Context: an optimization exercise on an open-source flow, tuned for small area. The choices shown serve that exercise and are no tape-out recipe.
Function was checked by simulation only, so behaviour that the tests miss may differ from the original.
Power figures rest on the tool's default switching activity, not on a simulated workload.

File: flow/flow/synth.tcl
# synth_recipe.tcl (the standard synthesis) with one change: ABC maps the
# logic with the area-oriented script in abc_area_min.script.
proc synth {args} { yosys synth -nofsm -noshare {*}$args }
proc abc {args} {
  set i [lsearch -exact $args -script]
  if {$i >= 0} { lset args [expr {$i + 1}] $::env(FLOW_ABC_SCRIPT) }
  yosys abc {*}$args
}
source $::env(SCRIPTS_DIR)/synth.tcl
# left out here: clear keep_hierarchy, flatten, clean up, hide names made inside functions, write 1_2_yosys.v
File: flow/config.mk
export PLATFORM = sky130hd
export DESIGN_NAME = pwm_ctrl
export DESIGN_NICKNAME = pwm_ctrl
export VERILOG_FILES = /design/flow/design.v
export SDC_FILE = /design/flow/constraint.sdc
export NUM_CORES = 4
export LEC_CHECK = 0
export CAP_MARGIN = 0
export CORE_MARGIN = 2
export CORE_UTILIZATION = 65
export SLEW_MARGIN = 0
export BUFFER_PORTS_ARGS = -buffer_cell sky130_fd_sc_hd__buf_1
export CTS_ARGS = -sink_clustering_enable -repair_clock_nets -dont_use_dummy_load -buf_list {sky130_fd_sc_hd__clkbuf_8}
File: flow/standard.sh
#!/bin/bash
# synth_recipe.tcl (not shown) runs the flow's synth.tcl, then flattens the netlist and writes it again
# the make line also repeats each setting of config.mk as NAME=value (left out here)
make -C /OpenROAD-flow-scripts/flow DESIGN_CONFIG=/design/flow/config.mk WORK_HOME=/design/flow/orfs CLKGATE_MAP_FILE= SYNTH_SCRIPT=/design/flow/synth_recipe.tcl "${@:-finish}"
File: flow/flow/run.sh
#!/bin/bash
# The standard layout (standard.sh) with three changes:
#  - synthesis maps logic with an area-oriented ABC script (flow/synth.tcl);
#  - the port buffers are buf_1 cells;
#  - the clock tree uses clkbuf_8 cells and no dummy loads.
set -e
export FLOW_ABC_SCRIPT=$PWD/flow/abc_area_min.script
cat >> config.mk <<'EOC'
export BUFFER_PORTS_ARGS = -buffer_cell sky130_fd_sc_hd__buf_1
export CTS_ARGS = -sink_clustering_enable -repair_clock_nets -dont_use_dummy_load -buf_list {sky130_fd_sc_hd__clkbuf_8}
EOC
bash standard.sh SYNTH_SCRIPT=$PWD/flow/synth.tcl finish > standard.log 2>&1
File: flow/design.v
module pwm_ctrl #(
  parameter 	NUM_CH = 8,
  parameter 	CNT_WIDTH = 16
)(
  input clock,
  input resetn,
  input read,
  input write,
  input [5:0] address,
  input chipselect,
  input [3:0] byteenable,
  input [31:0] writedata,
  output [31:0] readdata,
  output logic [NUM_CH-1:0] 	pwm_out_ff
);
integer i;
genvar j, k;
logic              we;
logic              sel_max;
logic              sel_en;
logic [NUM_CH-1:0] sel_duty;
assign we      = chipselect & write;
assign sel_max = address == 6'd0;
assign sel_en  = address == 6'd1;
always_comb
  for (i = 0; i < NUM_CH; i = i + 1)
    sel_duty[i] = address == 6'(i + 2);
logic [15:0] wd_duty;
assign wd_duty = writedata[15:0] & {{8{byteenable[1]}}, {8{byteenable[0]}}};
logic [1:0]           max_wr_ff;
logic [CNT_WIDTH-1:0] max_raw_ff;
logic [CNT_WIDTH-1:0] cnt_max;
generate
  for (k = 0; k < 2; k = k + 1) begin: max_byte
    always_ff @(posedge clock, negedge resetn)
      if (!resetn)
        max_wr_ff[k] <= 1'b0;
      else if (we && sel_max && byteenable[k])
        max_wr_ff[k] <= 1'b1;
    always_ff @(posedge clock)
      if (we && sel_max && byteenable[k])
        max_raw_ff[8*k +: 8] <= writedata[8*k +: 8];
    assign cnt_max[8*k +: 8] = max_raw_ff[8*k +: 8] | {8{~max_wr_ff[k]}};
  end
endgenerate
logic [NUM_CH-1:0] ch_en_ff;
always_ff @(posedge clock, negedge resetn)
  if (!resetn)
    ch_en_ff <= {NUM_CH{1'b0}};
  else if (we && sel_en && byteenable[0])
    ch_en_ff <= writedata[NUM_CH-1:0];
logic [NUM_CH-1:0]    duty_wr_ff;
logic [CNT_WIDTH-1:0] duty_raw_ff [NUM_CH-1:0];
generate
  for (j = 0; j < NUM_CH; j = j + 1) begin: ch
    always_ff @(posedge clock, negedge resetn)
      if (!resetn)
        duty_wr_ff[j] <= 1'b0;
      else if (we && sel_duty[j])
        duty_wr_ff[j] <= 1'b1;
    for (k = 0; k < 2; k = k + 1) begin: duty_byte
      always_ff @(posedge clock)
        if (we && sel_duty[j] && (byteenable[k] || !duty_wr_ff[j]))
          duty_raw_ff[j][8*k +: 8] <= ~wd_duty[8*k +: 8];
    end
  end
endgenerate
logic [15:0] rd;
always_comb begin
  rd = (cnt_max & {16{sel_max}}) |
       ({8'd0, ch_en_ff} & {16{sel_en}});
  for (i = 0; i < NUM_CH; i = i + 1)
    rd = rd | (~duty_raw_ff[i] & {16{sel_duty[i] & duty_wr_ff[i]}});
end
assign readdata = {16'd0, rd};
logic [CNT_WIDTH-1:0] cnt_ff;
always_ff @(posedge clock)
  if (!(|ch_en_ff) || cnt_ff == cnt_max)
    cnt_ff <= '0;
  else
    cnt_ff <= cnt_ff + 1'b1;
function automatic logic less(input logic [CNT_WIDTH-1:0] c,
                              input logic [CNT_WIDTH-1:0] d);
  logic lt;
  lt = 1'b0;
  for (int b = 0; b < CNT_WIDTH; b = b + 1)
    lt = (~c[b] & d[b]) | ((~c[b] | d[b]) & lt);
  less = lt;
endfunction
always_ff @(posedge clock, negedge resetn)
  if (!resetn)
    pwm_out_ff <= {NUM_CH{1'b0}};
  else
    for (i = 0; i < NUM_CH; i = i + 1)
      pwm_out_ff[i] <= ch_en_ff[i] && duty_wr_ff[i] && less(cnt_ff, ~duty_raw_ff[i]);
endmodule
File: flow/constraint.sdc
create_clock -name core_clock -period 10.0 [get_ports {clock}]
set_input_delay 2.0000 -clock core_clock [delete_from_list [all_inputs] [get_ports {clock}]]
set_output_delay 2.0000 -clock core_clock [all_outputs]
set_load 0.01 [all_outputs]
File: flow/flow/abc_area_min.script
strash
ifraig
dc2
dch -f
map -a
==> run_results.csv, run 1 <==
group,metric,value,unit
status,status,"no timing/DRC/antenna violations",
route,drc,0,
clock_network,cts_hold_buffers,0,
placement,gp_congestion,0.9071,
timing,max_clock_freq,0.1458,GHz
critical_path,ff2ff_setup_slack,6510,ps
timing,final-setup-viol-count,0,
critical_path,crit_type,"in2out",
route,drt-total-wl,26510,um
cells_and_area,final_nets,940,
route,wl_per_cell,24.87,um
cells_and_area,final_common_cell,"edfxtp_1",
timing,finClkSkew,20.93,ps
timing,hold_slack,515.1,ps
placement,dp_cells,1049,
timing,tns,0,ps
global_routing,grt_use_total,0.3805,
timing,post-route-period-util,0.6857,
die,pin_count,87,
hold_path,holdPathStages,1,
critical_path,reg2reg_to,"pwm_out_ff[7]$_DFF_PN0_",
placement,port_buffers,51,
synth,yosysWarnings,2,
global_routing,grt_pass1_vias,7028,
hold_path,hold_class,"reg2reg",
cells_and_area,drive_above_1_share,0.02809,
placement,dp_slack,3322,ps
clock_network,cts_sinks,186,
global_routing,overflow,0,
synth,yosysSeqAreaShare,0.6145,
clock_network,cts_resized,0,
route,drtAntennaViolNets,0,
clock_network,clock_latency,470,ps
cells_and_area,n_antenna_cell,0,
die,core.rowCount,42,
synth,syn_area_per_cell,10.51,sq um
clock_network,cts.path.max_buffers,2,
power,peakVddDrop,114.9,uV
cells_and_area,final_cells,1066,
synth,synth_flop_cell,"edfxtp_1",
timing,hold_violations,0,
global_routing,grt_pass1_wl,39410,um
placement,dpl.hpwl,18380,um
die,coreArea,13090,sq um
synth,async_flop_share,0.1398,
clock_network,cts_setup_buffers,0,
power,powerDensity,156.8,nW/um^2
clock_network,cts_made_buffers,17,
hold_path,hold_end,"pwm_out_ff[0]$_DFF_PN0_",
synth,synth-seq-cells,186,
critical_path,cp-startpoint,"address[5]",
run,drv_cap,0,
clock_network,path_clk_slew,90,ps
synth,synth_edf_count,144,
timing,fin_crit,6857,ps
die,die_area,14190,sq um
critical_path,rr_worst_depth,16,
timing,setup_ws,3143,ps
clock_network,cts_root_buf,"clkbuf_8",
critical_path,r2r-start,"cnt_ff[1]$_SDFF_PP0_",
synth,synth_cell_types,33,
route,viasPerCell,6.979,
timing,relSlewSlack,0.1201,
die,die_w,119.1,um
route,drt_iter0_drc,1381,
clock_network,cts_tree,"built",
hold_path,hp-start,"duty_raw_ff[0][15]$_DFFE_PP_",
cells_and_area,post-route-util,0.7047,
critical_path,worstPathMaxFanout,13,
synth,synth_area,8617,sq um
timing,rsz0062_at_grt,"false",
critical_path,cp-end-kind,"primary output",
die,start_util,0.6585,
route,vias,7440,
critical_path,crit_path_start_kind,"input pin",
global_routing,grt_max_degree,27,
clock_network,cts_htree_levels,4,
critical_path,worst_ep_required_time,8000,ps
synth,syn_inst,820,
critical_path,cp.arrival,4860,ps
timing,finalMaxSlewViolations,0,
cells_and_area,area_growth,7.013,%
global_routing,antenna_found_initial,0,
timing,worst_pin_slew,1320,ps
cells_and_area,final_cell_mix,"edfxtp_1 (144), o22ai_1 (97), nor2_1 (91)",
die,die_h,119.1,um
power,p_leak,3.106,nW
route,first_pass_iters,6,
-- sequential cells by signal (all words and copies together) (netlist names) --
register,flops
max_wr_ff,2
duty_raw_ff,128
cnt_ff,16
pwm_out_ff,8
ch_en_ff,8
max_raw_ff,16
duty_wr_ff,8
-- power by group --
group	internal, mW	switching, mW	leakage [nW]
logic	0.0611	0.107	1.24
clock network	0.150	0.228	0.122
registers	0.846	0.0535	1.75
total	1.06	0.389	3.11
-- layout make-up --
| type | instances | area [sq um] |
|---|---|---|
| Clock buffer | 17 | 234.0 |
| Fill cell | 1011 | 3864 |
| Inverter | 90 | 337.8 |
| Multi-Input combinational cell | 543 | 2920 |
| Sequential cell | 186 | 5295 |
| Tap cell | 176 | 220.2 |
| Timing Repair Buffer | 54 | 214.0 |
-- logic make-up (layout without fill, tap and decap cells) --
| kind of cell | count (synthesis) | after routing | share of synthesized area |
|---|---|---|---|
| AOI/OAI and AO/OA | 286 | 286 | 0.2068 |
| and+or+nand+nor | 229 | 229 | 0.1125 |
| DFF | 186 | 186 | 0.6145 |
| buffers and inverters | 106 | 161 | 0.05314 |
| xor gates and xnor gates | 11 | 11 | 0.01118 |
| adders and majority gates | 1 | 1 | 0.001452 |
| other | 1 | 16 | 0.0004352 |
-- cell usage after synthesis (3+ instances only) --
cell | n | area (sq um)
a211oi_1 | 3 | 22.52
a21oi_1 | 87 | 435.4
a221oi_1 | 9 | 78.83
a22oi_1 | 31 | 232.7
buf_4 | 16 | 120.1
clkinv_1 | 90 | 337.8
dfrtp_1 | 26 | 650.6
dfxtp_1 | 16 | 320.3
edfxtp_1 | 144 | 4324
nand2_1 | 70 | 262.8
nand3_1 | 29 | 145.1
nand4_1 | 6 | 37.54
nor2_1 | 91 | 341.6
nor3_1 | 23 | 115.1
nor4_1 | 7 | 43.79
o2111ai_1 | 6 | 52.55
o211ai_1 | 3 | 22.52
o21a_1 | 4 | 30.03
o21ai_0 | 28 | 140.1
o221ai_1 | 10 | 87.58
o22ai_1 | 97 | 606.8
xor2_1 | 10 | 87.58
-- worst max-delay path by stage --
stage / depth (start not counted) / endpoint / slack [ps]
after floorplan: 7 / readdata[4] / 4490
after global placement: 9 / readdata[9] / 3380
after detailed placement: 9 / readdata[9] / 3320
after CTS: 9 / readdata[9] / 3310
after global routing: 9 / readdata[9] / 3100
final: 9 / readdata[9] / 3140
-- metal layers --
layer,vias to the layer above,part of all wire,GRT usage
li1,3221,-,-
met1,3543,0.39,0.5336
met2,594,0.45,0.5596
met3,82,0.13,0.1034
met4,0,0.037,0.1741
met5,-,0,0
-- worst max-delay path, cell delays in order --
cell	delay, ps
buf_1	70
nor2_1	170
clkinv_1	80
nor3_1	540
nand3_1	950
clkinv_1	580
a21oi_1	140
o2111ai_1	130
buf_1	190
-- metrics by stage --
step / total power [mW] / area (sq um)
after floorplan: 1.012 / 8673
after global placement: 1.069 / 8987
after detailed placement: 1.076 / 8987
after CTS: 1.436 / 9221
after global routing: 1.487 / 9221
final: 1.446 / 9221
==> run 2: changes to the inputs <==
==> flow/flow/abc_area_min.script (replaced) <==
strash
ifraig
dc2
dch -f
&get -n
&nf -a -R 1000
&st
&dch -f
&nf -a -R 1000
&put
==> run 2 against run 1 <==
Die area fell by 2.8%. Core utilization rose by 0.81 points. Power fell by 8.9%. Global-route usage fell by 3.4 points. Combinational power fell by 57%. Largest cell class unchanged.
==> run_results.csv, run 2 <==
group,metric,value,unit
status,status,"no timing/DRC/antenna violations",
die,coreArea,12570,sq um
synth,yosysTopAreaCellShare,0.5170,
synth,async_flop_share,0.1398,
clock_network,cts_resized,0,
cells_and_area,reg_top3,"duty_raw_ff x128, cnt_ff x16, max_raw_ff x16",
die,die_area,13790,sq um
power,peakVddDrop,175.3,uV
synth,synth_xor_area_frac,0.009424,
timing,fin_crit,6334,ps
critical_path,cp.arrival,4330,ps
critical_path,cp-end-kind,"primary output",
synth,synth-seq-cells,186,
synth,synth_edf_count,144,
synth,synth_cell_types,33,
placement,dp_cells,949,
clock_network,cts.path.max_buffers,2,
power,p_seq_frac,0.659,
synth,synth_flop_cell,"edfxtp_1",
synth,synth_adder_area_share,0.001496,
clock_network,cts_root_buf,"clkbuf_8",
synth,synth_compound_area_frac,0.2046,
clock_network,path_clk_slew,80,ps
global_routing,grt_use_total,0.3460,
clock_network,cts_setup_buffers,0,
timing,post-route-period-util,0.6334,
route,drt_iter0_drc,1077,
power,clkPwrFrac,0.287,
synth,yosysSeqAreaShare,0.6331,
power,powerDensity,147.0,nW/um^2
placement,port_buffers,51,
synth,syn_inst,725,
power,p_leak,3.018,nW
global_routing,overflow,0,
synth,synth_area,8364,sq um
cells_and_area,regMostFlops,"duty_raw_ff",
placement,dpl.hpwl,16180,um
die,start_util,0.6655,
die,core.rowCount,41,
global_routing,grt_pass1_wl,35890,um
synth,ys_top_cells_by_area,"edfxtp_1 (52%), dfrtp_1 (7.8%), o22ai_1 (6.5%)",
clock_network,cts_sinks,186,
cells_and_area,area_growth,7.105,%
critical_path,crit_type,"in2out",
timing,max_clock_freq,0.1579,GHz
synth,post_synth_and_or_nand_nor_area_fraction,0.1240,
clock_network,cts_hold_buffers,0,
power,internal_power,1.017,mW
die,pin_count,87,
cells_and_area,final_nets,844,
route,wl_per_cell,24.47,um
cells_and_area,final_common_cell,"edfxtp_1",
global_routing,grt_max_degree,27,
hold_path,hold_class,"reg2reg",
timing,relSlewSlack,0.1391,
global_routing,use_met3,0.1206,
synth,synth_top_family_by_area,"compound AO/OA/AOI/OAI gates",
placement,gp_congestion,0.9796,
die,die_w,117.4,um
route,drtAntennaViolNets,0,
timing,finalMaxSlewViolations,0,
global_routing,use_met2,0.5040,
global_routing,grt-busiest-layer,"met2",
synth,yosysWarnings,2,
route,drt-total-wl,23660,um
synth,yosys-top-cells-count,"edfxtp_1 (144), o22ai_1 (87), nand2_1 (78), a21oi_1 (66), nor2_1 (65)",
cells_and_area,fillers,979,
global_routing,antenna_found_initial,2,
global_routing,grt_util_met1,0.4964,
route,viasPerCell,7.195,
clock_network,cts_made_buffers,17,
die,die_h,117.4,um
power,sw_frac_of_total,0.2279,
synth,synth_top_area_cell,"edfxtp_1",
critical_path,crit_path_start_kind,"input pin",
clock_network,cts_htree_levels,4,
synth,syn_area_per_cell,11.54,sq um
synth,post-synth-top-count-cell,"edfxtp_1",
route,drc,0,
timing,rsz0062_at_grt,"false",
cells_and_area,final_cells,967,
cells_and_area,largest_reg_flops,128,
timing,hold_violations,0,
run,drv_cap,0,
synth,muxShareOfSynthArea,0.01077,
timing,finClkSkew,27.58,ps
timing,worst_pin_slew,1291,ps
route,vias,6958,
clock_network,cts_tree,"built",
global_routing,grt_pass1_vias,6355,
power,comb_power_share,0.055,
cells_and_area,final_cell_mix,"edfxtp_1 (144), o22ai_1 (87), nand2_1 (78)",
timing,final-setup-viol-count,0,
cells_and_area,drive_above_1_share,0.02393,
timing,tns,0,ps
power,switching_power,300.0,uW
clock_network,clock_latency,470,ps
critical_path,worst_ep_required_time,8000,ps
critical_path,worstPathMaxFanout,16,
route,first_pass_iters,8,
run 2: cell count changes after synthesis, moves of 9 or more:
cell | previous run | this run
clkinv_1 | 90 | 4
nand2b_1 | 0 | 12
a21oi_1 | 87 | 66
o22a_1 | 0 | 9
and3_1 | 0 | 13
o21ai_0 | 28 | 47
nor2_1 | 91 | 65
xor2_1 | 10 | 1
nand3_1 | 29 | 0
o22ai_1 | 97 | 87
nor4_1 | 7 | 19
run 2: stage by stage:
stage	setup slack, ps	cell area [sq um]	hold slack, ps	total power [mW]	utilization
final	3666	8959	504.0	1.317	0.7128
after global routing	3583	8956	522.3	1.351	0.7126
after CTS	3786	8956	505.1	1.311	0.7126
after detailed placement	3792	8722	482.4	0.9533	0.6940
after global placement	3816	8722	472.3	0.9501	0.6940
after floorplan	4551	8421	451.4	0.9227	-
run 2: path summary, 6_finish.rpt:
path,startpoint,end,slack [ps],cells after the start
setup reg to reg,cnt_ff[2]$_SDFF_PP0_,pwm_out_ff[4]$_DFF_PN0_,6540,16
min in group asynchronous,resetn,pwm_out_ff[0]$_DFF_PN0_,1510,2
hold / removal,max_wr_ff[1]$_DFFE_PN0P_,max_wr_ff[1]$_DFFE_PN0P_,500,1
max in group asynchronous,resetn,duty_wr_ff[6]$_DFFE_PN0P_,8200,2
setup / recovery,address[1],readdata[8],3670,8
hold reg to reg,max_wr_ff[1]$_DFFE_PN0P_,max_wr_ff[1]$_DFFE_PN0P_,500,1
run 2: cell type report:
cell class              count  area, sq um  area share
diodes                      1        2.502   0.0002793
clock buffers              17        234.0     0.02612
inverters                   4        15.01    0.001676
multi-input cells         534         2990      0.3338
flip-flops and latches    186         5295      0.5911
well taps                 172        215.2     0.02402
repair buffers             53        206.4     0.02304
run 2: logic make-up after synthesis:
kind of cell / Yosys count
AND/OR/NAND/NOR: 225
XOR/XNOR: 9
AO/OA/AOI/OAI: 275
buffers and inverters: 20
flip-flops: 186
other: 1
multiplexers: 8
adder cells (fa/ha/maj): 1
run 2: critical path, stage by stage:
cell and delay [ps]:
buf_1 230, nand2b_1 240, nor2_1 80, nand2_1 610
o22ai_1 180, nor4_1 470, o221ai_1 300, buf_1 200
run 2: power groups by stage:
stage	Sequential, mW	Clock, mW	Combinational (mW)
after floorplan	0.875	0	0.0475
after CTS	0.866	0.375	0.0705
after detailed placement	0.883	0	0.0702
after global placement	0.882	0	0.0682
after global routing	0.869	0.404	0.0787
final	0.867	0.377	0.0720
run 2: metal layers:
| metal | vias up | share of wire | wire length, um |
|---|---|---|---|
| li1 | 3010 | - | - |
| met1 | 3310 | 0.38 | 9083 |
| met2 | 565 | 0.44 | 10470 |
| met3 | 73 | 0.15 | 3474 |
| met4 | 0 | 0.027 | 629 |
| met5 | - | 0 | 0 |
==> run 3: changes to the inputs <==
--- a/flow/flow/run.sh
+++ b/flow/flow/run.sh
@@ -7,6 +7,7 @@
 export FLOW_ABC_SCRIPT=$PWD/flow/abc_area_min.script
 cat >> config.mk <<'EOC'
 export BUFFER_PORTS_ARGS = -buffer_cell sky130_fd_sc_hd__buf_1
+export SKIP_REPAIR_TIE_FANOUT = 1
 export CTS_ARGS = -sink_clustering_enable -repair_clock_nets -dont_use_dummy_load -buf_list {sky130_fd_sc_hd__clkbuf_8}
 EOC
 bash standard.sh SYNTH_SCRIPT=$PWD/flow/synth.tcl finish > standard.log 2>&1
--- a/flow/config.mk
+++ b/flow/config.mk
@@ -10,4 +10,5 @@
 export CORE_UTILIZATION = 65
 export SLEW_MARGIN = 0
 export BUFFER_PORTS_ARGS = -buffer_cell sky130_fd_sc_hd__buf_1
+export SKIP_REPAIR_TIE_FANOUT = 1
 export CTS_ARGS = -sink_clustering_enable -repair_clock_nets -dont_use_dummy_load -buf_list {sky130_fd_sc_hd__clkbuf_8}
==> run 3 against run 2 <==
Via count down 1.3%. Die area is the same. Synthesized cell count did not move. Largest power group unchanged. Still clean. Critical path type unchanged. Non-clock buffer count increased by 1. Flip-flop and latch count unchanged. Area after synthesis unchanged. Clock-buffer cell count unchanged. Highest routed layer unchanged.
==> run_results.csv, run 3 <==
group,metric,value,unit
global_routing,grt_pass1_vias,6490,
die,coreArea,12570,sq um
route,first_pass_iters,7,
synth,synth_top_family_by_area,"compound AO/OA/AOI/OAI gates",
die,core.rowCount,41,
cells_and_area,reg_top3,"duty_raw_ff x128, cnt_ff x16, max_raw_ff x16",
timing,tns,0,ps
timing,fin_crit,6265,ps
clock_network,cts_tree,"built",
clock_network,path_clk_slew,90,ps
synth,syn_inst,725,
route,drtAntennaViolNets,0,
die,start_util,0.6655,
placement,gp_congestion,0.9253,
clock_network,cts_hold_buffers,0,
clock_network,clock_latency,470,ps
status,status,"no timing/DRC/antenna violations",
timing,relSlewSlack,0.1691,
clock_network,cts_root_buf,"clkbuf_8",
synth,synth_xor_area_frac,0.009424,
critical_path,crit_type,"in2out",
synth,syn_area_per_cell,11.54,sq um
synth,yosysTopAreaCellShare,0.5170,
global_routing,overflow,0,
route,wl_per_cell,25.07,um
die,die_area,13790,sq um
power,p_seq_frac,0.656,
synth,async_flop_share,0.1398,
synth,ys_top_cells_by_area,"edfxtp_1 (52%), dfrtp_1 (7.8%), o22ai_1 (6.5%)",
global_routing,grt_pass1_wl,36390,um
die,die_w,117.4,um
synth,yosysSeqAreaShare,0.6331,
cells_and_area,final_nets,830,
global_routing,grt_max_degree,27,
power,powerDensity,148.4,nW/um^2
synth,synth_adder_area_share,0.001496,
synth,synth_top_area_cell,"edfxtp_1",
timing,final-setup-viol-count,0,
die,die_h,117.4,um
clock_network,cts_setup_buffers,0,
power,internal_power,1.017,mW
cells_and_area,final_cells,952,
hold_path,holdPathStages,1,
cells_and_area,area_growth,6.492,%
critical_path,crit_path_start_kind,"input pin",
global_routing,antenna_found_initial,0,
placement,dp_cells,935,
timing,finClkSkew,27.69,ps
timing,max_clock_freq,0.1596,GHz
placement,placed_area,8673,sq um
clock_network,cts_made_buffers,17,
hold_path,hold_class,"reg2reg",
global_routing,grt_use_total,0.3503,
synth,synth_area,8364,sq um
synth,synth_edf_count,144,
timing,finalMaxSlewViolations,0,
timing,hold_violations,0,
clock_network,cts.path.max_buffers,2,
timing,worst_pin_slew,1246,ps
cells_and_area,fin_area,8907,sq um
cells_and_area,final_cell_mix,"edfxtp_1 (144), o22ai_1 (87), nand2_1 (78)",
power,peakVddDrop,110.4,uV
cells_and_area,final_common_cell,"edfxtp_1",
synth,yosys-top-cells-count,"edfxtp_1 (144), o22ai_1 (87), nand2_1 (78), a21oi_1 (66), nor2_1 (65)",
route,viasPerCell,7.215,
synth,muxShareOfSynthArea,0.01077,
synth,post-synth-top-count-cell,"edfxtp_1",
cells_and_area,drive_above_1_share,0.02564,
cells_and_area,regMostFlops,"duty_raw_ff",
cells_and_area,n_antenna_cell,0,
placement,port_buffers,51,
route,drt_iter0_drc,1255,
clock_network,cts_sinks,186,
critical_path,cp.arrival,4270,ps
critical_path,rr_worst_depth,16,
synth,yosysWarnings,2,
synth,synth_cell_types,33,
power,sw_frac_of_total,0.2306,
critical_path,cp-end-kind,"primary output",
timing,post-route-period-util,0.6265,
route,drc,0,
cells_and_area,largest_reg_flops,128,
power,comb_power_share,0.054,
route,vias,6869,
synth,synth_compound_area_frac,0.2046,
timing,rsz0062_at_grt,"false",
clock_network,cts_htree_levels,4,
cells_and_area,post-route-util,0.7087,
die,pin_count,87,
synth,synth_flop_cell,"edfxtp_1",
power,switching_power,304.8,uW
power,p_leak,2.975,nW
synth,post_synth_and_or_nand_nor_area_fraction,0.1240,
clock_network,cts_resized,0,
power,clkPwrFrac,0.289,
run,drv_cap,0,
critical_path,worst_ep_required_time,8000,ps
placement,dpl.hpwl,16390,um
critical_path,worstPathMaxFanout,16,
route,drt-total-wl,23870,um
synth,synth-seq-cells,186,
-- run 3: changes by cell type in the layout (fill, tap and decap cells not counted), sizes merged --
cell   change
buf        +1
diode      -1
conb      -15
-- run 3: power by group through the flow --
stage / combinational [mW] / sequential, mW / clock, mW
final: 0.0720 / 0.867 / 0.382
after global placement: 0.0683 / 0.882 / 0
after CTS: 0.0710 / 0.866 / 0.379
after global routing: 0.0781 / 0.869 / 0.409
after floorplan: 0.0475 / 0.875 / 0
after detailed placement: 0.0706 / 0.883 / 0
-- run 3: cell families after synthesis --
group / Yosys count
AOI/OAI and AO/OA: 275
xor gates and xnor gates: 9
adders and majority gates: 1
buffers and inverters: 20
DFF: 186
muxes: 8
other: 1
and+or+nand+nor: 225
-- run 3: final timing paths --
path,start,endpoint,slack (ps)
min in group asynchronous,resetn,pwm_out_ff[2]$_DFF_PN0_,1510
worst min register to register,max_wr_ff[1]$_DFFE_PN0P_,max_wr_ff[1]$_DFFE_PN0P_,500
worst min-delay path,max_wr_ff[1]$_DFFE_PN0P_,max_wr_ff[1]$_DFFE_PN0P_,500
max in group asynchronous,resetn,ch_en_ff[4]$_DFFE_PN0P_,8220
worst max register to register,cnt_ff[2]$_SDFF_PP0_,pwm_out_ff[4]$_DFF_PN0_,6490
worst max-delay path,address[3],readdata[10],3730
-- run 3: layer usage --
layer | routed length [um] | GRT usage | vias to the layer above | part of all wire
met5 | 0 | 0 | - | 0
met4 | 433 | 0.1047 | 0 | 0.018
met3 | 2943 | 0.08755 | 48 | 0.12
met2 | 10910 | 0.5212 | 491 | 0.46
met1 | 9583 | 0.5167 | 3333 | 0.40
li1 | - | - | 2997 | -
-- run 3: cell type report --
class / count / area [sq um]
flip-flops and latches: 186 / 5295
fillers: 965 / 3661
multi-input cells: 519 / 2934
clock buffers: 17 / 234.0
well taps: 172 / 215.2
repair buffers: 54 / 214.0
inverters: 4 / 15.01
-- run 3: critical path, stage by stage --
cell and delay (ps):
buf_1 90, or4b_1 590, nor3_1 210, nand2_1 550, o22ai_1 410, nor4_1 110, o221ai_1 110, buf_1 190
-- run 3: through the flow --
stage / power, mW / hold slack, ps / setup WS [ps]
6_report: 1.322 / 504.1 / 3735
5_1_grt: 1.356 / 519.1 / 3639
4_1_cts: 1.316 / 505.2 / 3785
3_5_place_dp: 0.9534 / 480.5 / 3783
3_3_place_gp: 0.9503 / 472.0 / 3769
2_1_floorplan: 0.9227 / 451.4 / 4551
==> run 4: changes to the inputs <==
--- a/flow/flow/run.sh
+++ b/flow/flow/run.sh
@@ -7,7 +7,6 @@
 export FLOW_ABC_SCRIPT=$PWD/flow/abc_area_min.script
 cat >> config.mk <<'EOC'
 export BUFFER_PORTS_ARGS = -buffer_cell sky130_fd_sc_hd__buf_1
-export SKIP_REPAIR_TIE_FANOUT = 1
 export CTS_ARGS = -sink_clustering_enable -repair_clock_nets -dont_use_dummy_load -buf_list {sky130_fd_sc_hd__clkbuf_8}
 EOC
 bash standard.sh SYNTH_SCRIPT=$PWD/flow/synth.tcl finish > standard.log 2>&1
==> flow/flow/abc_area_min.script (replaced) <==
strash
ifraig
dc2
dch -f
map -a
==> flow/config.mk (replaced) <==
export PLATFORM = sky130hd
export DESIGN_NAME = pwm_ctrl
export DESIGN_NICKNAME = pwm_ctrl
export VERILOG_FILES = /design/flow/design.v
export SDC_FILE = /design/flow/constraint.sdc
export NUM_CORES = 4
export LEC_CHECK = 0
export CAP_MARGIN = 20
export CORE_MARGIN = 2
export CORE_UTILIZATION = 40
export SLEW_MARGIN = 20
export BUFFER_PORTS_ARGS = -buffer_cell sky130_fd_sc_hd__buf_1
export CTS_ARGS = -sink_clustering_enable -repair_clock_nets -dont_use_dummy_load -buf_list {sky130_fd_sc_hd__clkbuf_8}
==> run 4 against run 3 <==
Cell count is 23% higher. Cell area is 5.9% higher. Clock skew is 1.5 ps lower. Critical path depth is 1 higher. Core utilization is 26 points lower. First-iteration DRC count is 17% lower. Register-to-register slack better by 110 ps. Critical path type unchanged.
==> run_results.csv, run 4 <==
group,metric,value,unit
global_routing,grt_pass1_wl,40850,um
synth,async_flop_share,0.1398,
route,viasPerCell,6.131,
synth,yosysSeqAreaShare,0.6145,
timing,finalMaxSlewViolations,0,
timing,relSlewSlack,0.2591,
run,drv_cap,0,
hold_path,hold_class,"reg2reg",
placement,dpl.hpwl,19380,um
critical_path,crit_type,"in2out",
clock_network,cts_hold_buffers,0,
clock_network,clock_latency,480,ps
placement,port_buffers,51,
critical_path,worstPathMaxFanout,13,
global_routing,overflow,0,
global_routing,grt_use_total,0.2483,
synth,synth_cell_types,33,
timing,worst_pin_slew,1108,ps
clock_network,path_clk_slew,90,ps
cells_and_area,area_growth,9.453,%
route,drt-total-wl,27690,um
cells_and_area,reg_top3,"duty_raw_ff x128, cnt_ff x16, max_raw_ff x16",
critical_path,rr_worst_depth,16,
timing,post-route-period-util,0.6947,
synth,ys_top_cells_by_area,"edfxtp_1 (50%), dfrtp_1 (7.6%), o22ai_1 (7.0%)",
critical_path,cp-end-kind,"primary output",
critical_path,crit_path_start_kind,"input pin",
status,status,"no timing/DRC/antenna violations",
synth,syn_area_per_cell,10.51,sq um
route,drtAntennaViolNets,0,
synth,post-synth-top-count-cell,"edfxtp_1",
clock_network,cts_setup_buffers,0,
synth,syn_inst,820,
critical_path,cp.arrival,4950,ps
global_routing,grt_pass1_vias,6805,
timing,tns,0,ps
cells_and_area,fillers,2048,
clock_network,cts_root_buf,"clkbuf_8",
power,peakVddDrop,76.68,uV
clock_network,cts_made_buffers,17,
route,drt_iter0_drc,1044,
synth,yosysTopAreaCellShare,0.5018,
die,die_area,22730,sq um
synth,yosysWarnings,2,
cells_and_area,regMostFlops,"duty_raw_ff",
power,powerDensity,154.0,nW/um^2
clock_network,cts_sinks,186,
route,vias,7204,
timing,max_clock_freq,0.1440,GHz
synth,yosys-top-cells-count,"edfxtp_1 (144), o22ai_1 (97), nor2_1 (91), clkinv_1 (90), a21oi_1 (87)",
hold_path,holdPathStages,1,
cells_and_area,drive_above_1_share,0.04222,
synth,synth_flop_cell,"edfxtp_1",
die,core.rowCount,53,
power,p_leak,3.158,nW
die,coreArea,21090,sq um
cells_and_area,final_nets,950,
timing,hold_violations,0,
die,die_w,150.8,um
timing,fin_crit,6947,ps
synth,synth_area,8617,sq um
clock_network,cts_resized,0,
timing,rsz0062_at_grt,"false",
synth,synth_edf_count,144,
critical_path,worst_ep_required_time,8000,ps
synth,synth-seq-cells,186,
timing,finClkSkew,26.23,ps
global_routing,grt_max_degree,27,
die,pin_count,87,
route,first_pass_iters,7,
clock_network,cts_tree,"built",
synth,synth_top_area_cell,"edfxtp_1",
die,start_util,0.4086,
route,wl_per_cell,23.56,um
global_routing,antenna_found_initial,0,
clock_network,cts.path.max_buffers,2,
die,die_h,150.8,um
timing,hold_slack,512.1,ps
route,drc,0,
cells_and_area,largest_reg_flops,128,
timing,final-setup-viol-count,0,
cells_and_area,final_cell_mix,"edfxtp_1 (144), o22ai_1 (97), nor2_1 (91)",
placement,gp_congestion,0.9389,
cells_and_area,final_common_cell,"edfxtp_1",
cells_and_area,n_antenna_cell,0,
clock_network,cts_htree_levels,4,
==> run 4: changes by cell type after synthesis, moves of 13 or more <==
cell / before / now
o21ai_0: 47 / 28
nor2_1: 65 / 91
a21oi_1: 66 / 87
and3_1: 13 / 0
nand3_1: 0 / 29
clkinv_1: 4 / 90
==> run 4: metal layers <==
layer  track usage  up-vias  wire length, um
met4       0.07804        0              676
met3       0.04849       43             2639
li1              -     3240                -
met2        0.3882      387            12930
met1        0.3511     3534            11440
met5             0        -                0
==> run 4: area by class of cell <==
cell class                 count  area, sq um  area share
clock buffer                  17        234.0     0.02481
tap                          275        344.1     0.03648
sequential                   186         5295      0.5614
inverter                      90        337.8     0.03582
timing repair buffer          64        289.0     0.03064
multi-input combinational    543         2932      0.3108
==> run 4: worst paths after layout <==
path                                              start                 endpoint  slack, ps
setup / recovery                             address[5]              readdata[9]       3050
setup reg to reg                   cnt_ff[1]$_SDFF_PP0_  pwm_out_ff[7]$_DFF_PN0_       6600
hold / removal             duty_raw_ff[2][15]$_DFFE_PP_  pwm_out_ff[2]$_DFF_PN0_        510
hold reg to reg            duty_raw_ff[2][15]$_DFFE_PP_  pwm_out_ff[2]$_DFF_PN0_        510
min in group asynchronous                        resetn  pwm_out_ff[2]$_DFF_PN0_       1500
max in group asynchronous                        resetn  ch_en_ff[4]$_DFFE_PN0P_       8200
==> run 4: power breakdown <==
part	switching (mW)	total (mW)	internal, mW
Sequential	0.0548	0.901	0.846
Combinational	0.107	0.168	0.0615
Clock	0.233	0.383	0.150
Total	0.394	1.45	1.06
==> run 4: worst max-delay path: stages <==
cell,delay (ps)
buf_1,70
nor2_1,170
clkinv_1,90
nor3_1,600
nand3_1,940
clkinv_1,610
a21oi_1,120
o2111ai_1,140
buf_1,200
==> run 4: logic make-up (layout without fill, tap and decap cells) <==
| group | count (synthesis) | count (layout) | share of synthesized area |
|---|---|---|---|
| AO/OA/AOI/OAI | 286 | 286 | 0.2068 |
| XOR/XNOR | 11 | 11 | 0.01118 |
| adder cells (fa/ha/maj) | 1 | 1 | 0.001452 |
| buffers and inverters | 106 | 171 | 0.05314 |
| flip-flops | 186 | 186 | 0.6145 |
| other | 1 | 16 | 0.0004352 |
| AND/OR/NAND/NOR | 229 | 229 | 0.1125 |
==> run 4: per-stage QoR <==
stage,worst slack [ps],power [mW],area (sq um),std cells,util
after global routing,3002,1.508,9432,1175,0.4473
after floorplan,4493,1.012,8673,835,-
final,3053,1.452,9432,1175,0.4473
after detailed placement,3188,1.081,9194,1158,0.4360
after CTS,3196,1.452,9428,1175,0.4471
after global placement,3272,1.079,9186,1158,0.4356
==> run 5: changes to the inputs <==
--- a/flow/flow/run.sh
+++ b/flow/flow/run.sh
@@ -7,6 +7,6 @@
 export FLOW_ABC_SCRIPT=$PWD/flow/abc_area_min.script
 cat >> config.mk <<'EOC'
 export BUFFER_PORTS_ARGS = -buffer_cell sky130_fd_sc_hd__buf_1
-export CTS_ARGS = -sink_clustering_enable -repair_clock_nets -dont_use_dummy_load -buf_list {sky130_fd_sc_hd__clkbuf_8}
+export CTS_ARGS = -repair_clock_nets -dont_use_dummy_load -buf_list {sky130_fd_sc_hd__clkbuf_4 sky130_fd_sc_hd__clkbuf_8}
 EOC
 bash standard.sh SYNTH_SCRIPT=$PWD/flow/synth.tcl finish > standard.log 2>&1
--- a/flow/config.mk
+++ b/flow/config.mk
@@ -10,4 +10,4 @@
 export CORE_UTILIZATION = 40
 export SLEW_MARGIN = 20
 export BUFFER_PORTS_ARGS = -buffer_cell sky130_fd_sc_hd__buf_1
-export CTS_ARGS = -sink_clustering_enable -repair_clock_nets -dont_use_dummy_load -buf_list {sky130_fd_sc_hd__clkbuf_8}
+export CTS_ARGS = -repair_clock_nets -dont_use_dummy_load -buf_list {sky130_fd_sc_hd__clkbuf_4 sky130_fd_sc_hd__clkbuf_8}
==> run 5 against run 4 <==
Cell count did not move. Die area did not move. Critical path depth did not move. First-iteration DRC count did not move. Non-clock buffer count did not move. Area after synthesis did not move. Combinational power barely moved. Setup slack did not move. Clock-buffer cell count did not move. Power did not move.
==> run_results.csv, run 5 <==
group,metric,value,unit
die,pin_count,87,
placement,gp_congestion,0.9389,
synth,syn_area_per_cell,10.51,sq um
placement,dp_slack,3188,ps
power,peakVddDrop,76.68,uV
route,vias,7204,
critical_path,r2r-start,"cnt_ff[1]$_SDFF_PP0_",
critical_path,worstPathMaxFanout,13,
synth,synth_cell_types,33,
die,core.rowCount,53,
die,coreArea,21090,sq um
clock_network,path_clk_slew,90,ps
route,drt_iter0_drc,1044,
global_routing,grt_use_total,0.2483,
critical_path,cpPeakStageDelay,940,ps
timing,post-route-period-util,0.6947,
clock_network,cts.path.max_buffers,2,
global_routing,overflow,0,
critical_path,slowest_stage,"nand3_1",
cells_and_area,largest_reg_flops,128,
cells_and_area,multi_input_area,2932,sq um
cells_and_area,n_antenna_cell,0,
critical_path,reg2reg_to,"pwm_out_ff[7]$_DFF_PN0_",
synth,async_flop_share,0.1398,
timing,max_clock_freq,0.1440,GHz
route,drt-total-wl,27690,um
cells_and_area,reg_top3,"duty_raw_ff x128, cnt_ff x16, max_raw_ff x16",
synth,post-synth-top-count-cell,"edfxtp_1",
synth,yosysTopAreaCellShare,0.5018,
global_routing,antenna_found_initial,0,
clock_network,cts_resized,0,
clock_network,cts_tree,"built",
placement,dpl.hpwl,19380,um
synth,synth_flop_cell,"edfxtp_1",
cells_and_area,final_common_cell,"edfxtp_1",
critical_path,ff2ff_setup_slack,6600,ps
hold_path,hold_class,"reg2reg",
clock_network,cts_made_buffers,17,
cells_and_area,area_growth,9.453,%
cells_and_area,area.sequential,5295,sq um
global_routing,grt_pass1_wl,40850,um
critical_path,cp.arrival,4950,ps
timing,setup_ws,3053,ps
cells_and_area,regMostFlops,"duty_raw_ff",
timing,rsz0062_at_grt,"false",
timing,finalMaxSlewViolations,0,
critical_path,rr_worst_depth,16,
timing,hold_slack,512.1,ps
synth,synth_edf_count,144,
run,drv_cap,0,
critical_path,cpLargestDelayFamily,"simple AND/OR/NAND/NOR gates",
critical_path,cp-end-kind,"primary output",
synth,yosysSeqAreaShare,0.6145,
global_routing,grt_max_degree,27,
synth,synth_top_area_cell,"edfxtp_1",
synth,synth_area,8617,sq um
die,die_h,150.8,um
power,powerDensity,154.0,nW/um^2
clock_network,cts_root_buf,"clkbuf_8",
timing,tns,0,ps
timing,fin_crit,6947,ps
critical_path,crit_type,"in2out",
critical_path,crit_buf_inv,4,
timing,finClkSkew,26.23,ps
hold_path,holdPathStages,1,
timing,worst_pin_slew,1108,ps
die,start_util,0.4086,
route,drc,0,
clock_network,clock_latency,480,ps
hold_path,hold_end,"pwm_out_ff[2]$_DFF_PN0_",
synth,ys_top_cells_by_area,"edfxtp_1 (50%), dfrtp_1 (7.6%), o22ai_1 (7.0%)",
timing,hold_violations,0,
timing,final-setup-viol-count,0,
status,status,"no timing/DRC/antenna violations",
global_routing,grt_pass1_vias,6805,
clock_network,cts_setup_buffers,0,
cells_and_area,final_nets,950,
power,p_leak,3.158,nW
route,first_pass_iters,7,
route,wl_per_cell,23.56,um
critical_path,worstPathCellList,"buf_1 -> nor2_1 -> clkinv_1 -> nor3_1 -> nand3_1 -> clkinv_1 -> a21oi_1 -> o2111ai_1 -> buf_1",
clock_network,cts_hold_buffers,0,
route,drtAntennaViolNets,0,
cells_and_area,drive_above_1_share,0.04222,
route,viasPerCell,6.131,
die,die_area,22730,sq um
synth,yosys-top-cells-count,"edfxtp_1 (144), o22ai_1 (97), nor2_1 (91), clkinv_1 (90), a21oi_1 (87)",
cells_and_area,final_cell_mix,"edfxtp_1 (144), o22ai_1 (97), nor2_1 (91)",
critical_path,worst_ep_required_time,8000,ps
clock_network,cts_htree_levels,4,
synth,syn_inst,820,
timing,relSlewSlack,0.2591,
synth,yosysWarnings,2,
placement,port_buffers,51,
cells_and_area,fillers,2048,
clock_network,cts_sinks,186,
die,die_w,150.8,um
critical_path,crit_path_start_kind,"input pin",
power,power,1.452,mW
hold_path,hp-start,"duty_raw_ff[2][15]$_DFFE_PP_",
synth,synth-seq-cells,186,
[run 5: worst max-delay path by stage]
| stage | depth (start not counted) | slack (ps) | endpoint | start |
|---|---|---|---|---|
| detailed placement | 9 | 3190 | readdata[9] | address[5] |
| global placement | 9 | 3270 | readdata[9] | address[5] |
| CTS | 9 | 3200 | readdata[9] | address[5] |
| floorplan | 7 | 4490 | readdata[4] | address[5] |
| global route | 9 | 3000 | readdata[9] | address[5] |
| finish | 9 | 3050 | readdata[9] | address[5] |
[run 5: through the flow]
step | instances | instance area, sq um | util
floorplan | 835 | 8673 | -
global placement | 1158 | 9186 | 0.4356
detailed placement | 1158 | 9194 | 0.4360
CTS | 1175 | 9428 | 0.4471
global route | 1175 | 9432 | 0.4473
finish | 1175 | 9432 | 0.4473
[run 5: final cells by class]
class	count	share of cell area
clock buffers	17	0.02481
repair buffers	64	0.03064
multi-input cells	543	0.3108
inverters	90	0.03582
well taps	275	0.03648
flip-flops and latches	186	0.5614
[run 5: power by group]
| part | switching (mW) | internal [mW] |
|---|---|---|
| Combinational | 0.107 | 0.0615 |
| Clock | 0.233 | 0.150 |
| Sequential | 0.0548 | 0.846 |
[run 5: routing by layer]
metal / wire length, um / part of all wire / up-vias / GRT usage
met4: 676 / 0.024 / 0 / 0.07804
met3: 2639 / 0.095 / 43 / 0.04849
met1: 11440 / 0.41 / 3534 / 0.3511
met2: 12930 / 0.47 / 387 / 0.3882
met5: 0 / 0 / - / 0
li1: - / - / 3240 / -
[run 5: kinds of logic after synthesis]
family	after synthesis	share of synthesized area
compound gates	286	0.2068
xor+xnor	11	0.01118
fa+ha+maj	1	0.001452
buf+inv	106	0.05314
flops	186	0.6145
other cells	1	0.0004352
simple gates	229	0.1125
==> run 6: changes to the inputs <==
--- a/flow/flow/run.sh
+++ b/flow/flow/run.sh
@@ -7,6 +7,6 @@
 export FLOW_ABC_SCRIPT=$PWD/flow/abc_area_min.script
 cat >> config.mk <<'EOC'
 export BUFFER_PORTS_ARGS = -buffer_cell sky130_fd_sc_hd__buf_1
-export CTS_ARGS = -repair_clock_nets -dont_use_dummy_load -buf_list {sky130_fd_sc_hd__clkbuf_4 sky130_fd_sc_hd__clkbuf_8}
+export CTS_ARGS = -sink_clustering_enable -repair_clock_nets -dont_use_dummy_load -sink_clustering_size 50 -sink_clustering_max_diameter 300 -sink_clustering_buffer sky130_fd_sc_hd__clkbuf_16 -buf_list {sky130_fd_sc_hd__clkbuf_16}
 EOC
 bash standard.sh SYNTH_SCRIPT=$PWD/flow/synth.tcl finish > standard.log 2>&1
==> flow/config.mk (replaced) <==
export PLATFORM = sky130hd
export DESIGN_NAME = pwm_ctrl
export DESIGN_NICKNAME = pwm_ctrl
export VERILOG_FILES = /design/flow/design.v
export SDC_FILE = /design/flow/constraint.sdc
export NUM_CORES = 4
export LEC_CHECK = 0
export CAP_MARGIN = 0
export CORE_MARGIN = 2
export CORE_UTILIZATION = 65
export SLEW_MARGIN = 0
export BUFFER_PORTS_ARGS = -buffer_cell sky130_fd_sc_hd__buf_1
export CTS_ARGS = -sink_clustering_enable -repair_clock_nets -dont_use_dummy_load -sink_clustering_size 50 -sink_clustering_max_diameter 300 -sink_clustering_buffer sky130_fd_sc_hd__clkbuf_16 -buf_list {sky130_fd_sc_hd__clkbuf_16}
==> run 6 against run 5 <==
Still clean. Die area is 38% lower. Clock-buffer cell count stayed put. Synthesized cell count stayed put. Core utilization is 27 points higher. Non-clock buffer count is 10 lower. Cell area is 0.20% lower. Global-route usage is 13 points higher. Routed wire length is 4.3% lower. Sequential share of layout area is 0.11 points higher. First-iteration DRC count is 16% higher. Power is 11% higher. Combinational power hardly changed. Largest power group unchanged. Highest routed layer unchanged.
==> run_results.csv, run 6 <==
group,metric,value,unit
status,status,"no timing/DRC/antenna violations",
timing,finClkSkew,14.45,ps
route,first_pass_iters,6,
power,power,1.617,mW
hold_path,hold_class,"reg2reg",
timing,worst_pin_slew,1319,ps
cells_and_area,final_nets,940,
clock_network,cts_made_buffers,17,
cells_and_area,drive_above_1_share,0.02809,
timing,max_clock_freq,0.1464,GHz
timing,post-route-period-util,0.6829,
cells_and_area,final_common_cell,"edfxtp_1",
clock_network,path_clk_slew,70,ps
clock_network,cts_root_buf,"clkbuf_16",
die,coreArea,13090,sq um
synth,synth_area,8617,sq um
power,p_leak,3.193,nW
placement,dpl.hpwl,18380,um
run,drv_cap,0,
timing,finalMaxSlewViolations,0,
route,drt-total-wl,26490,um
cells_and_area,largest_reg_flops,128,
timing,relSlewSlack,0.1209,
global_routing,grt_pass1_wl,39650,um
cells_and_area,final_cell_mix,"edfxtp_1 (144), o22ai_1 (97), nor2_1 (91)",
synth,synth_edf_count,144,
power,peakVddDrop,121.8,uV
route,drc,0,
die,start_util,0.6585,
critical_path,cpPeakStageDelay,940,ps
clock_network,clock_latency,430,ps
critical_path,cp.arrival,4830,ps
timing,tns,0,ps
clock_network,cts_tree,"built",
die,pin_count,87,
route,wl_per_cell,24.85,um
global_routing,grt_use_total,0.3817,
critical_path,crit_path_start_kind,"input pin",
die,die_h,119.1,um
cells_and_area,fillers,980,
synth,syn_area_per_cell,10.51,sq um
critical_path,worstPathMaxFanout,13,
route,drtAntennaViolNets,0,
global_routing,grt_max_degree,27,
timing,final-setup-viol-count,0,
synth,synth_top_area_cell,"edfxtp_1",
route,viasPerCell,6.917,
synth,yosysTopAreaCellShare,0.5018,
cells_and_area,regMostFlops,"duty_raw_ff",
synth,async_flop_share,0.1398,
synth,yosysWarnings,2,
synth,synth_cell_types,33,
placement,placed_area,8987,sq um
clock_network,cts_setup_buffers,0,
placement,gp_congestion,0.9071,
timing,rsz0062_at_grt,"false",
timing,hold_violations,0,
placement,dp_cells,1049,
clock_network,cts_resized,0,
die,die_area,14190,sq um
clock_network,cts.path.max_buffers,2,
route,vias,7373,
cells_and_area,final_cells,1066,
cells_and_area,reg_top3,"duty_raw_ff x128, cnt_ff x16, max_raw_ff x16",
synth,ys_top_cells_by_area,"edfxtp_1 (50%), dfrtp_1 (7.6%), o22ai_1 (7.0%)",
die,core.rowCount,42,
synth,synth-seq-cells,186,
synth,yosysSeqAreaShare,0.6145,
critical_path,crit_type,"in2out",
synth,post-synth-top-count-cell,"edfxtp_1",
global_routing,grt_pass1_vias,7065,
critical_path,worstPathCellList,"buf_1 -> nor2_1 -> clkinv_1 -> nor3_1 -> nand3_1 -> clkinv_1 -> a21oi_1 -> o2111ai_1 -> buf_1",
timing,hold_slack,509.0,ps
clock_network,cts_sinks,186,
critical_path,slowest_stage,"nand3_1",
global_routing,antenna_found_initial,0,
clock_network,cts_hold_buffers,0,
global_routing,overflow,0,
timing,fin_crit,6829,ps
critical_path,cp-end-kind,"primary output",
cells_and_area,area_growth,9.235,%
placement,port_buffers,51,
route,drt_iter0_drc,1207,
clock_network,cts_htree_levels,4,
synth,syn_inst,820,
die,die_w,119.1,um
cells_and_area,fin_area,9413,sq um
synth,yosys-top-cells-count,"edfxtp_1 (144), o22ai_1 (97), nor2_1 (91), clkinv_1 (90), a21oi_1 (87)",
power,powerDensity,171.7,nW/um^2
cells_and_area,n_antenna_cell,0,
synth,synth_flop_cell,"edfxtp_1",
critical_path,worst_ep_required_time,8000,ps
## run 6: cell count changes in the layout (fill, tap and decap cells not counted), sizes merged
| cell | before | now |
|---|---|---|
| buf | 64 | 54 |
## run 6: worst max-delay path, delay by kind of cell
kind	cells	cell delay (ps)
compound gates	2	270
buf+inv	4	910
simple gates	3	1650
## run 6: cells by family (layout without fill, tap and decap cells)
family | Yosys count | in the layout | share of synthesized area
AO/OA/AOI/OAI | 286 | 286 | 0.2068
AND/OR/NAND/NOR | 229 | 229 | 0.1125
other | 1 | 16 | 0.0004352
adder cells (fa/ha/maj) | 1 | 1 | 0.001452
XOR/XNOR | 11 | 11 | 0.01118
buffers and inverters | 106 | 161 | 0.05314
flip-flops | 186 | 186 | 0.6145
## run 6: final timing paths
path	start	to	slack, ps	depth (start not counted)
max	address[5]	readdata[9]	3170	9
min in group asynchronous	resetn	pwm_out_ff[0]$_DFF_PN0_	1540	2
min reg2reg	duty_raw_ff[0][15]$_DFFE_PP_	pwm_out_ff[0]$_DFF_PN0_	510	1
max in group asynchronous	resetn	duty_wr_ff[5]$_DFFE_PN0P_	8180	2
min	duty_raw_ff[0][15]$_DFFE_PP_	pwm_out_ff[0]$_DFF_PN0_	510	1
max reg2reg	cnt_ff[1]$_SDFF_PP0_	pwm_out_ff[7]$_DFF_PN0_	6490	16
## run 6: per-stage QoR
step                        util  setup WS, ps
after floorplan                -          4493
after global placement    0.6868          3377
after detailed placement  0.6868          3322
after CTS                 0.7194          3306
after global routing      0.7194          3067
final                     0.7194          3171
## run 6: routing by layer
metal	vias up	wire, um	share of wire	GRT usage
li1	3224	-	-	-
met1	3533	10170	0.38	0.5234
met2	537	11970	0.45	0.5657
met3	79	3409	0.13	0.1145
met4	0	939	0.035	0.1756
met5	-	0	0	0
## run 6: area by class of cell
| class | count | area, sq um | area share |
|---|---|---|---|
| sequential | 186 | 5295 | 0.5625 |
| multi-input combinational | 543 | 2920 | 0.3102 |
| clock buffer | 17 | 425.4 | 0.04519 |
| inverter | 90 | 337.8 | 0.03589 |
| tap | 176 | 220.2 | 0.02339 |
| timing repair buffer | 54 | 214.0 | 0.02273 |
## run 6: power breakdown
part	leakage, nW	switching [mW]	internal (mW)
registers	1.75	0.0543	0.847
logic	1.24	0.108	0.0611
clock network	0.209	0.251	0.295
==> run 7: changes to the inputs <==
==> flow/flow/run.sh (replaced) <==
#!/bin/bash
# The standard layout (standard.sh) with three changes:
#  - synthesis maps logic with an area-oriented ABC script (flow/synth.tcl);
#  - the port buffers are buf_1 cells;
#  - the clock tree uses clkbuf_8 cells and no dummy loads.
set -e
export FLOW_ABC_SCRIPT=$PWD/flow/abc_area_min.script
cat >> config.mk <<'EOC'
export BUFFER_PORTS_ARGS = -buffer_cell sky130_fd_sc_hd__buf_1
export CTS_ARGS = -sink_clustering_enable -repair_clock_nets -dont_use_dummy_load -sink_clustering_levels 1 -sink_clustering_size 30 -sink_clustering_max_diameter 300 -root_buf sky130_fd_sc_hd__clkbuf_16 -buf_list {sky130_fd_sc_hd__clkbuf_8}
EOC
bash standard.sh SYNTH_SCRIPT=$PWD/flow/synth.tcl finish > standard.log 2>&1
==> flow/config.mk (replaced) <==
export PLATFORM = sky130hd
export DESIGN_NAME = pwm_ctrl
export DESIGN_NICKNAME = pwm_ctrl
export VERILOG_FILES = /design/flow/design.v
export SDC_FILE = /design/flow/constraint.sdc
export NUM_CORES = 4
export LEC_CHECK = 0
export CAP_MARGIN = 0
export CORE_MARGIN = 2
export CORE_UTILIZATION = 65
export SLEW_MARGIN = 0
export BUFFER_PORTS_ARGS = -buffer_cell sky130_fd_sc_hd__buf_1
export CTS_ARGS = -sink_clustering_enable -repair_clock_nets -dont_use_dummy_load -sink_clustering_levels 1 -sink_clustering_size 30 -sink_clustering_max_diameter 300 -root_buf sky130_fd_sc_hd__clkbuf_16 -buf_list {sky130_fd_sc_hd__clkbuf_8}
==> run 7 against run 6 <==
Routed wire length hardly changed. Non-clock buffer count is the same. Clock power down 28%. Sequential power is essentially flat. Die area unchanged. Critical path type unchanged.
==> run_results.csv, run 7 <==
group,metric,value,unit
cells_and_area,reg_top3,"duty_raw_ff x128, cnt_ff x16, max_raw_ff x16",
global_routing,grt_pass1_wl,39400,um
status,status,"no timing/DRC/antenna violations",
timing,relSlewSlack,0.1044,
clock_network,cts_tree,"built",
die,die_h,119.1,um
cells_and_area,drive_above_1_share,0.02809,
route,drc,0,
critical_path,cp-end-kind,"primary output",
clock_network,cts_hold_buffers,0,
cells_and_area,largest_reg_flops,128,
clock_network,cts_resized,0,
die,die_w,119.1,um
timing,rsz0062_at_grt,"false",
timing,finalMaxSlewViolations,0,
route,drtAntennaViolNets,0,
timing,final-setup-viol-count,0,
route,vias,7421,
synth,yosys-top-cells-count,"edfxtp_1 (144), o22ai_1 (97), nor2_1 (91), clkinv_1 (90), a21oi_1 (87)",
power,p_seq_frac,0.616,
cells_and_area,n_antenna_cell,0,
timing,post-route-period-util,0.6864,
timing,finClkSkew,21.54,ps
global_routing,grt_use_total,0.3803,
critical_path,crit_type,"in2out",
synth,post-synth-top-count-cell,"edfxtp_1",
route,drt_iter0_drc,1252,
power,switching_power,392.1,uW
critical_path,worst_ep_required_time,8000,ps
critical_path,crit_path_start_kind,"input pin",
global_routing,overflow,0,
die,start_util,0.6585,
synth,syn_inst,820,
global_routing,grt_max_degree,27,
route,first_pass_iters,7,
global_routing,antenna_found_initial,0,
synth,synth_flop_cell,"edfxtp_1",
synth,synth_edf_count,144,
placement,dp_cells,1049,
timing,hold_violations,0,
power,comb_power_share,0.115,
critical_path,worstPathMaxFanout,13,
synth,synth_top_area_cell,"edfxtp_1",
route,wl_per_cell,24.84,um
cells_and_area,area_growth,7.144,%
die,core.rowCount,42,
clock_network,cts.path.max_buffers,2,
power,sw_frac_of_total,0.2685,
clock_network,cts_root_buf,"clkbuf_16",
cells_and_area,final_cell_mix,"edfxtp_1 (144), o22ai_1 (97), nor2_1 (91)",
synth,yosysSeqAreaShare,0.6145,
clock_network,cts_made_buffers,17,
critical_path,cpPeakStageDelay,960,ps
clock_network,cts_htree_levels,4,
synth,syn_area_per_cell,10.51,sq um
run,drv_cap,0,
placement,gp_congestion,0.9071,
timing,max_clock_freq,0.1457,GHz
clock_network,cts_setup_buffers,0,
route,viasPerCell,6.962,
synth,synth_cell_types,33,
placement,dpl.hpwl,18380,um
synth,synth-seq-cells,186,
clock_network,cts_sinks,186,
synth,synth_area,8617,sq um
die,pin_count,87,
power,peakVddDrop,113.9,uV
global_routing,grt_pass1_vias,7022,
cells_and_area,final_common_cell,"edfxtp_1",
clock_network,path_clk_slew,90,ps
cells_and_area,final_cells,1066,
hold_path,hold_class,"reg2reg",
timing,tns,0,ps
timing,worst_pin_slew,1343,ps
clock_network,clock_latency,400,ps
cells_and_area,regMostFlops,"duty_raw_ff",
cells_and_area,final_nets,940,
cells_and_area,fillers,1010,
power,clkPwrFrac,0.269,
power,powerDensity,158.2,nW/um^2
power,internal_power,1.068,mW
critical_path,worstPathCellList,"buf_1 -> nor2_1 -> clkinv_1 -> nor3_1 -> nand3_1 -> clkinv_1 -> a21oi_1 -> o2111ai_1 -> buf_1",
route,drt-total-wl,26480,um
die,coreArea,13090,sq um
power,p_leak,3.111,nW
synth,async_flop_share,0.1398,
placement,port_buffers,51,
timing,fin_crit,6864,ps
synth,yosysTopAreaCellShare,0.5018,
critical_path,slowest_stage,"nand3_1",
die,die_area,14190,sq um
power,power,1.460,mW
critical_path,cp.arrival,4860,ps
synth,yosysWarnings,2,
synth,ys_top_cells_by_area,"edfxtp_1 (50%), dfrtp_1 (7.6%), o22ai_1 (7.0%)",
run 7: cell counts after synthesis:
Identical to the previous run, type by type.
run 7: worst paths after layout:
kind                                              startpoint                      end  slack (ps)  cells past startpoint
worst max-delay path                              address[5]              readdata[9]        3140                      9
worst max register to register          cnt_ff[1]$_SDFF_PP0_  pwm_out_ff[7]$_DFF_PN0_        6520                     16
worst min-delay path            duty_raw_ff[0][15]$_DFFE_PP_  pwm_out_ff[0]$_DFF_PN0_         520                      1
worst min register to register  duty_raw_ff[0][15]$_DFFE_PP_  pwm_out_ff[0]$_DFF_PN0_         520                      1
min in group asynchronous                             resetn  pwm_out_ff[0]$_DFF_PN0_        1570                      2
max in group asynchronous                             resetn  ch_en_ff[7]$_DFFE_PN0P_        8140                      2
run 7: per-layer routing:
layer | wire length, um | track usage
met1 | 10150 | 0.5336
met2 | 11830 | 0.5578
met5 | 0 | 0
met4 | 1108 | 0.1786
met3 | 3389 | 0.1020
run 7: logic make-up after synthesis:
family / synth area share
AO/OA/AOI/OAI: 0.2068
AND/OR/NAND/NOR: 0.1125
flip-flops: 0.6145
buffers and inverters: 0.05314
XOR/XNOR: 0.01118
adder cells (fa/ha/maj): 0.001452
other: 0.0004352
run 7: worst max-delay path, delay by kind of cell:
kind | cells | cell delay [ps]
compound gates | 2 | 270
buf+inv | 4 | 920
simple gates | 3 | 1670
run 7: through the flow:
| stage | utilization | area (sq um) | hold slack (ps) | worst slack [ps] |
|---|---|---|---|---|
| after detailed placement | 0.6868 | 8987 | 497.1 | 3322 |
| after CTS | 0.7056 | 9233 | 516.8 | 3306 |
| after global placement | 0.6868 | 8987 | 499.5 | 3377 |
| final | 0.7056 | 9233 | 516.0 | 3136 |
| after floorplan | - | 8673 | 465.0 | 4493 |
| after global routing | 0.7056 | 9233 | 537.4 | 3099 |
run 7: cell type report:
type	instances	area, sq um	area share
repair buffers	54	214.0	0.02317
multi-input cells	543	2920	0.3163
flip-flops and latches	186	5295	0.5735
inverters	90	337.8	0.03659
well taps	176	220.2	0.02385
clock buffers	17	245.2	0.02656
run 7: power by group through the flow:
stage	Sequential, mW	Combinational [mW]	Clock, mW
2_1_floorplan	0.898	0.114	0
3_3_place_gp	0.911	0.157	0
3_5_place_dp	0.913	0.162	0
4_1_cts	0.896	0.163	0.388
5_1_grt	0.903	0.182	0.412
6_report	0.900	0.168	0.392
==> run 8: changes to the inputs <==
==> flow/flow/run.sh (replaced) <==
#!/bin/bash
# The standard layout (standard.sh) with these changes:
#  - synthesis maps logic with an area-oriented ABC script (flow/synth.tcl,
#    flow/abc_area_min.script); everything else in synthesis is unchanged;
#  - the port buffers are buf_1 cells;
#  - one tie cell drives all constant outputs (no tie fanout repair);
set -e
export FLOW_ABC_SCRIPT=$PWD/flow/abc_area_min.script
cat >> config.mk <<'EOC'
export BUFFER_PORTS_ARGS = -buffer_cell sky130_fd_sc_hd__buf_1
export SKIP_REPAIR_TIE_FANOUT = 1
export CTS_ARGS = -sink_clustering_enable -repair_clock_nets -dont_use_dummy_load -buf_list {sky130_fd_sc_hd__clkbuf_8}
EOC
bash standard.sh SYNTH_SCRIPT=$PWD/flow/synth.tcl finish > standard.log 2>&1
==> flow/flow/abc_area_min.script (replaced) <==
strash
ifraig
dc2
dch -f
&get -n
&nf -a -R 1000
&st
&dch -f
&nf -a -R 1000
&put
==> flow/config.mk (replaced) <==
export PLATFORM = sky130hd
export DESIGN_NAME = pwm_ctrl
export DESIGN_NICKNAME = pwm_ctrl
export VERILOG_FILES = /design/flow/design.v
export SDC_FILE = /design/flow/constraint.sdc
export NUM_CORES = 4
export LEC_CHECK = 0
export CAP_MARGIN = 0
export CORE_MARGIN = 2
export CORE_UTILIZATION = 80
export PLACE_DENSITY = 0.85
export SLEW_MARGIN = 0
export BUFFER_PORTS_ARGS = -buffer_cell sky130_fd_sc_hd__buf_1
export SKIP_REPAIR_TIE_FANOUT = 1
export CTS_ARGS = -sink_clustering_enable -repair_clock_nets -dont_use_dummy_load -buf_list {sky130_fd_sc_hd__clkbuf_8}
==> run 8 against run 7 <==
Die area shrank 20%. Area after synthesis shrank 2.9%. Hold slack lost 14 ps. First-iteration DRC count grew 37%. Register-to-register slack lost 40 ps.
==> run_results.csv, run 8 <==
group,metric,value,unit
global_routing,antenna_found_initial,0,
critical_path,worst_ep_required_time,8000,ps
power,sw_frac_of_total,0.2303,
critical_path,worstPathMaxFanout,16,
critical_path,cp-startpoint,"address[2]",
clock_network,cts_htree_levels,4,
synth,synth_cell_types,33,
clock_network,path_clk_slew,80,ps
cells_and_area,regMostFlops,"duty_raw_ff",
cells_and_area,final_cells,916,
power,comb_power_share,0.056,
synth,yosysSeqAreaShare,0.6331,
cells_and_area,area_growth,5.954,%
die,die_area,11290,sq um
synth,async_flop_share,0.1398,
die,die_h,106.3,um
power,p_leak,2.975,nW
route,drc,0,
route,wl_per_cell,26.28,um
clock_network,clock_latency,470,ps
synth,ys_top_cells_by_area,"edfxtp_1 (52%), dfrtp_1 (7.8%), o22ai_1 (6.5%)",
power,switching_power,304.2,uW
global_routing,grt_pass1_vias,6804,
status,status,"no timing/DRC/antenna violations",
critical_path,crit_path_start_kind,"input pin",
timing,relSlewSlack,0.1491,
synth,synth_edf_count,144,
timing,hold_slack,502.3,ps
clock_network,cts_hold_buffers,0,
critical_path,crit_type,"in2out",
cells_and_area,final_common_cell,"edfxtp_1",
power,peakVddDrop,118.6,uV
power,power,1.321,mW
timing,max_clock_freq,0.1560,GHz
clock_network,cts_made_buffers,17,
cells_and_area,largest_reg_flops,128,
timing,fin_crit,6409,ps
critical_path,cp.arrival,4410,ps
synth,synth_top_area_cell,"edfxtp_1",
timing,tns,0,ps
clock_network,cts_sinks,186,
synth,yosys-top-cells-count,"edfxtp_1 (144), o22ai_1 (87), nand2_1 (78), a21oi_1 (66), nor2_1 (65)",
cells_and_area,n_antenna_cell,0,
route,drt_iter0_drc,1715,
critical_path,cp-end-kind,"primary output",
timing,finalMaxSlewViolations,0,
timing,post-route-period-util,0.6409,
global_routing,grt_use_total,0.4331,
synth,synth_area,8364,sq um
clock_network,cts_tree,"built",
die,pin_count,87,
cells_and_area,final_cell_mix,"edfxtp_1 (144), o22ai_1 (87), nand2_1 (78)",
synth,synth-seq-cells,186,
timing,final-setup-viol-count,0,
synth,yosysWarnings,2,
timing,rsz0062_at_grt,"false",
synth,syn_area_per_cell,11.54,sq um
hold_path,hold_class,"reg2reg",
timing,finClkSkew,27.72,ps
placement,dp_cells,899,
hold_path,hp-start,"max_wr_ff[1]$_DFFE_PN0P_",
global_routing,grt_max_degree,27,
placement,port_buffers,51,
cells_and_area,final_nets,830,
clock_network,cts_setup_buffers,0,
die,die_w,106.3,um
route,viasPerCell,7.877,
synth,synth_flop_cell,"edfxtp_1",
route,drtAntennaViolNets,0,
power,p_seq_frac,0.657,
## run 8: changes by cell type after synthesis, sizes merged, moves of 9 or more
| cell | before | now |
|---|---|---|
| clkinv | 90 | 4 |
| nand3 | 29 | 0 |
| nor2 | 91 | 65 |
| a21oi | 87 | 66 |
| o21ai | 28 | 47 |
| and3 | 0 | 13 |
| nand2b | 0 | 12 |
| nor4 | 7 | 19 |
| o22ai | 97 | 87 |
| xor2 | 10 | 1 |
## run 8: path summary, 6_finish.rpt
path | endpoint | slack (ps) | cells past startpoint
max in group asynchronous | duty_wr_ff[3]$_DFFE_PN0P_ | 8210 | 2
hold reg to reg | max_wr_ff[1]$_DFFE_PN0P_ | 500 | 1
setup / recovery | readdata[2] | 3590 | 9
min in group asynchronous | pwm_out_ff[3]$_DFF_PN0_ | 1520 | 2
hold / removal | max_wr_ff[1]$_DFFE_PN0P_ | 500 | 1
setup reg to reg | pwm_out_ff[4]$_DFF_PN0_ | 6480 | 16
## run 8: final cells by class
type	instances	area, sq um	area share
Clock buffer	17	234.0	0.02640
Multi-Input combinational cell	519	2934	0.3311
Sequential cell	186	5295	0.5975
Inverter	4	15.01	0.001694
Tap cell	136	170.2	0.01920
Timing Repair Buffer	54	214.0	0.02414
## run 8: power groups by stage
stage / combinational [mW] / sequential, mW / clock, mW
global route: 0.0790 / 0.869 / 0.397
detailed placement: 0.0705 / 0.882 / 0
floorplan: 0.0475 / 0.875 / 0
CTS: 0.0712 / 0.866 / 0.372
global placement: 0.0663 / 0.882 / 0
finish: 0.0737 / 0.867 / 0.380
## run 8: kinds of logic (layout without fill, tap and decap cells)
logic type      after synthesis  count (layout)  synth area share
flops                       186             186            0.6331
fa+ha+maj                     1               1          0.001496
other cells                   1               1         0.0004483
xor+xnor                      9               9          0.009425
mux                           8               8           0.01077
buf+inv                      20              75           0.01616
compound gates              275             275            0.2046
simple gates                225             225            0.1240
## run 8: layer usage
metal  GRT usage  routed length [um]  up-vias
li1            -                   -     2996
met1      0.5859                8099     3295
met2      0.6493               10890      780
met3      0.1471                3956      144
met4      0.1898                1127        0
met5           0                   0        -
## run 8: per-stage QoR
stage	utilization	worst slack (ps)
finish	0.8662	3591
detailed placement	0.8433	3783
global placement	0.8433	3860
floorplan	-	4551
global route	0.8662	3464
CTS	0.8662	3705
## run 8: critical path, stage by stage
cell,delay (ps)
buf_1,90
nor3_1,70
nand2b_1,230
nor2_1,120
nand2_1,700
o22ai_1,200
nor4_1,630
o211ai_1,180
buf_1,170

Check on run 8: ideal ports give 3.591 ns setup slack; a clkbuf_16 on the clock port and buf_2 on the inputs give 3.563 ns; moving port delays by the midpoint clock arrival (0.495 ns) as well gives 3.563 ns.
